Source: an optimization exercise on an open RTL-to-GDS flow (aim: small area, a short achievable clock period and few clock cycles per item). Production flows keep margins and buffers that such runs may drop.
Where RTL was checked, it was by simulation tests only, not by an equivalence proof against the original.

==> inputs of quartz <==
// mul
module mul (
    input wire clk,
    input wire reset,
    input wire rd_en,
    input wire wr_en,
    input wire [31:0] wr_data_1,
    input wire [31:0] wr_data_2,
    output wire [63:0] rd_data,
    output reg wr_ready,
    output reg rd_ready,
    output reg rd_val
);
clock: 11.0 ns
lec_check: 0
abc_area: 1
cap_margin: 20
core_margin: 2
core_utilization: 40
slew_margin: 20
synth_hierarchical: 1
standard.sh (not shown) runs the stock make flow with config.mk's settings and CLKGATE_MAP_FILE= SYNTH_SCRIPT=/design/flow/synth_recipe.tcl, a recipe that flattens the netlist after the stock synthesis.
==> flow/flow/run.sh <==
#!/bin/bash
set -euo pipefail
MARGIN=6.5
bash standard.sh SETUP_SLACK_MARGIN=$MARGIN finish > standard_flow.log 2>&1
==> garnet (differences from quartz) <==
==> flow/flow/run.sh (replaced) <==
#!/bin/bash
set -euo pipefail
MARGIN=7.5
bash standard.sh SETUP_SLACK_MARGIN=$MARGIN finish > standard_flow.log 2>&1
==> comparison <==
- Of quartz and garnet, quartz has the higher critical path depth (gap 1).
- Between garnet and quartz, the lower worst hold slack is in garnet (gap 13 ps).
- Of quartz and garnet, garnet has the higher register-to-register slack (gap 90 ps).
- Against quartz, the worst setup slack of garnet is better by 92 ps.
- Against quartz, the global-route usage of garnet is higher by 2.8 points.
Testbench counts of quartz, summed over its fixed seeds: cycles 536, items 512.
Testbench counts of garnet, summed over its fixed seeds: cycles 536, items 512.

---

==> 08-24 <==
mul, a different RTL version from the one above (not shown whole).
==> flow/design.v (excerpt) <==
module mul (
    input wire clk,
    input wire reset,
    input wire rd_en,
    input wire wr_en,
    input wire [31:0] wr_data_1,
    input wire [31:0] wr_data_2,
    output wire [63:0] rd_data,
    output reg wr_ready,
    output reg rd_ready,
    output reg rd_val
);
Settings: LEC_CHECK=0, ABC_AREA=1, CAP_MARGIN=20, CORE_MARGIN=2, CORE_UTILIZATION=65, SLEW_MARGIN=20, SYNTH_HIERARCHICAL=1; clock period 11.0 ns.
==> flow/flow/run.sh <==
#!/bin/bash
set -euo pipefail
MARGIN=7.4
bash standard.sh SETUP_SLACK_MARGIN=$MARGIN finish > standard_flow.log 2>&1
==> inputs of 12-21, as changes to 08-24 <==
- CORE_UTILIZATION: 65 -> 40
==> comparison table <==
Dpl hpwl: 08-24 71.4 mm; 12-21 74.4 mm
Core area: 08-24 0.0579 sq mm; 12-21 0.0947 sq mm
Layout Utilization: 08-24 74.5%; 12-21 46.0%
Count of non-filler cells in the finished layout: 08-24 4265; 12-21 4782
Worst setup path endpoint: 08-24 cs2[130]; 12-21 cs2[148]
Fraction of cell area in non-clock buffers: 08-24 6.39%; 12-21 5.99%
Final non-filler cell area: 08-24 0.0431 sq mm; 12-21 0.0436 sq mm
Worst reg2reg path endpoint: 08-24 cs2[130]; 12-21 cs2[148]
Setup Slack @ Placement: 08-24 5.12 ns; 12-21 5.38 ns
Worst hold margin: 08-24 0.476 ns; 12-21 0.465 ns
Crit path time final: 08-24 3.64 ns; 12-21 3.60 ns
Number of antenna diodes: 08-24 3; 12-21 0
Wl on met1: 08-24 42.4 mm; 12-21 47.8 mm
Placer congestion estimate: 08-24 0.930; 12-21 0.908
Result of the run: 08-24 timing/DRC/antenna clean; 12-21 timing/DRC/antenna clean
Global-route wire length before repair: 08-24 176 mm; 12-21 178 mm
Clock latency on the worst-skew pair: 08-24 0.63 ns; 12-21 0.65 ns
Clock tree buffer count of the final layout: 08-24 55; 12-21 57
Cell count after placement: 08-24 4133; 12-21 4636
No run of this note included a check of the RTL's function; only the layout flow was run.

---

==> v13: inputs <==
mul, a different RTL version from the one above (not shown whole).
Settings: LEC_CHECK=0, ABC_AREA=1, CAP_MARGIN=20, CORE_MARGIN=2, CORE_UTILIZATION=40, SLEW_MARGIN=20, SYNTH_HIERARCHICAL=1; clock period 11.0 ns.
==> flow/flow/run.sh <==
#!/bin/bash
set -euo pipefail
MARGIN=7.5
bash standard.sh SETUP_SLACK_MARGIN=$MARGIN \
  "BUFFER_PORTS_ARGS=-buffer_cell sky130_fd_sc_hd__buf_2" \
  finish > standard_flow.log 2>&1
==> v4 (differences from v13) <==
--- a/flow/config.mk
+++ b/flow/config.mk
@@ -8,6 +8,6 @@
 export ABC_AREA = 1
 export CAP_MARGIN = 20
 export CORE_MARGIN = 2
-export CORE_UTILIZATION = 40
+export CORE_UTILIZATION = 50
 export SLEW_MARGIN = 20
 export SYNTH_HIERARCHICAL = 1
==> v7 (differences from v13) <==
==> flow/flow/run.sh (replaced) <==
#!/bin/bash
set -euo pipefail
MARGIN=7.4
bash standard.sh SETUP_SLACK_MARGIN=$MARGIN \
  "BUFFER_PORTS_ARGS=-buffer_cell sky130_fd_sc_hd__buf_2" \
  finish > standard_flow.log 2>&1
==> v25 (differences from v13) <==
--- a/flow/config.mk
+++ b/flow/config.mk
@@ -9,5 +9,7 @@
 export CAP_MARGIN = 20
 export CORE_MARGIN = 2
 export CORE_UTILIZATION = 40
+export CTS_CLUSTER_DIAMETER = 110
+export CTS_CLUSTER_SIZE = 22
 export SLEW_MARGIN = 20
 export SYNTH_HIERARCHICAL = 1
==> summary of the runs <==
Register-to-register slack: v7 is lower than v13 (120 ps). Core utilization: v7 is higher than v25 (0.67 points). Between v13 and v4, the lower first-iteration DRC count is in v13 (gap about 17%, measured against v4). In synthesized cell count, v7 and v13 do not differ. Against v7, the sequential share of layout area of v25 is higher by 0.45 points. Final area: v13 > v4 > v7 > v25. In die area, v25 and v13 do not differ.
Testbench counts of v13, summed over its fixed seeds: cycles 536, items 512.
Testbench counts of v4, summed over its fixed seeds: cycles 536, items 512.
Testbench counts of v7, summed over its fixed seeds: cycles 536, items 512.
Testbench counts of v25, summed over its fixed seeds: cycles 536, items 512.

==> port drivers added, routing unchanged <==
The results above use ideal ports. As a check the final layouts listed here were re-extracted and re-timed, cells and wires unchanged.
Step 1 assumes that a clkbuf_16 drives the clock port and a buf_2 every other input.
Step 2 times the ports against the registers' clock, not the clock port: input delays grow and output delays shrink by t, the midpoint of the rising clock arrivals with the driver on.
Slacks: no drivers / after step 1 / after step 2; pairs: no drivers / after step 1.
run	shift t [ns]	slack for setup (ns)	worst hold slack (ns)	slew at the worst register clock pin (ns)	pins driven straight from the clock port
quartz	0.647	6.592 / 6.592 / 6.161	0.513 / 0.513 / 0.513	0.06 / 0.06	1
garnet	0.655	6.684 / 6.684 / 6.684	0.500 / 0.500 / 0.500	0.07 / 0.07	1
08-24	0.673	7.358 / 7.358 / 6.834	0.476 / 0.476 / 0.476	0.07 / 0.07	1
12-21	0.708	7.396 / 7.396 / 6.859	0.465 / 0.465 / 0.465	0.07 / 0.07	1
v13	0.664	7.504 / 7.488 / 7.048	0.470 / 0.470 / 0.470	0.07 / 0.07	1
v4	0.667	7.470 / 7.470 / 7.186	0.467 / 0.467 / 0.467	0.06 / 0.06	1
v7	0.663	7.380 / 7.380 / 6.899	0.469 / 0.469 / 0.469	0.07 / 0.07	1
v25	0.659	7.510 / 7.468 / 7.114	0.474 / 0.474 / 0.474	0.09 / 0.09	1
After both steps every run listed still meets setup and hold. The setup slack of 12-21, which loses most, moves by 0.000 ns with the drivers and by -0.537 ns with both steps.
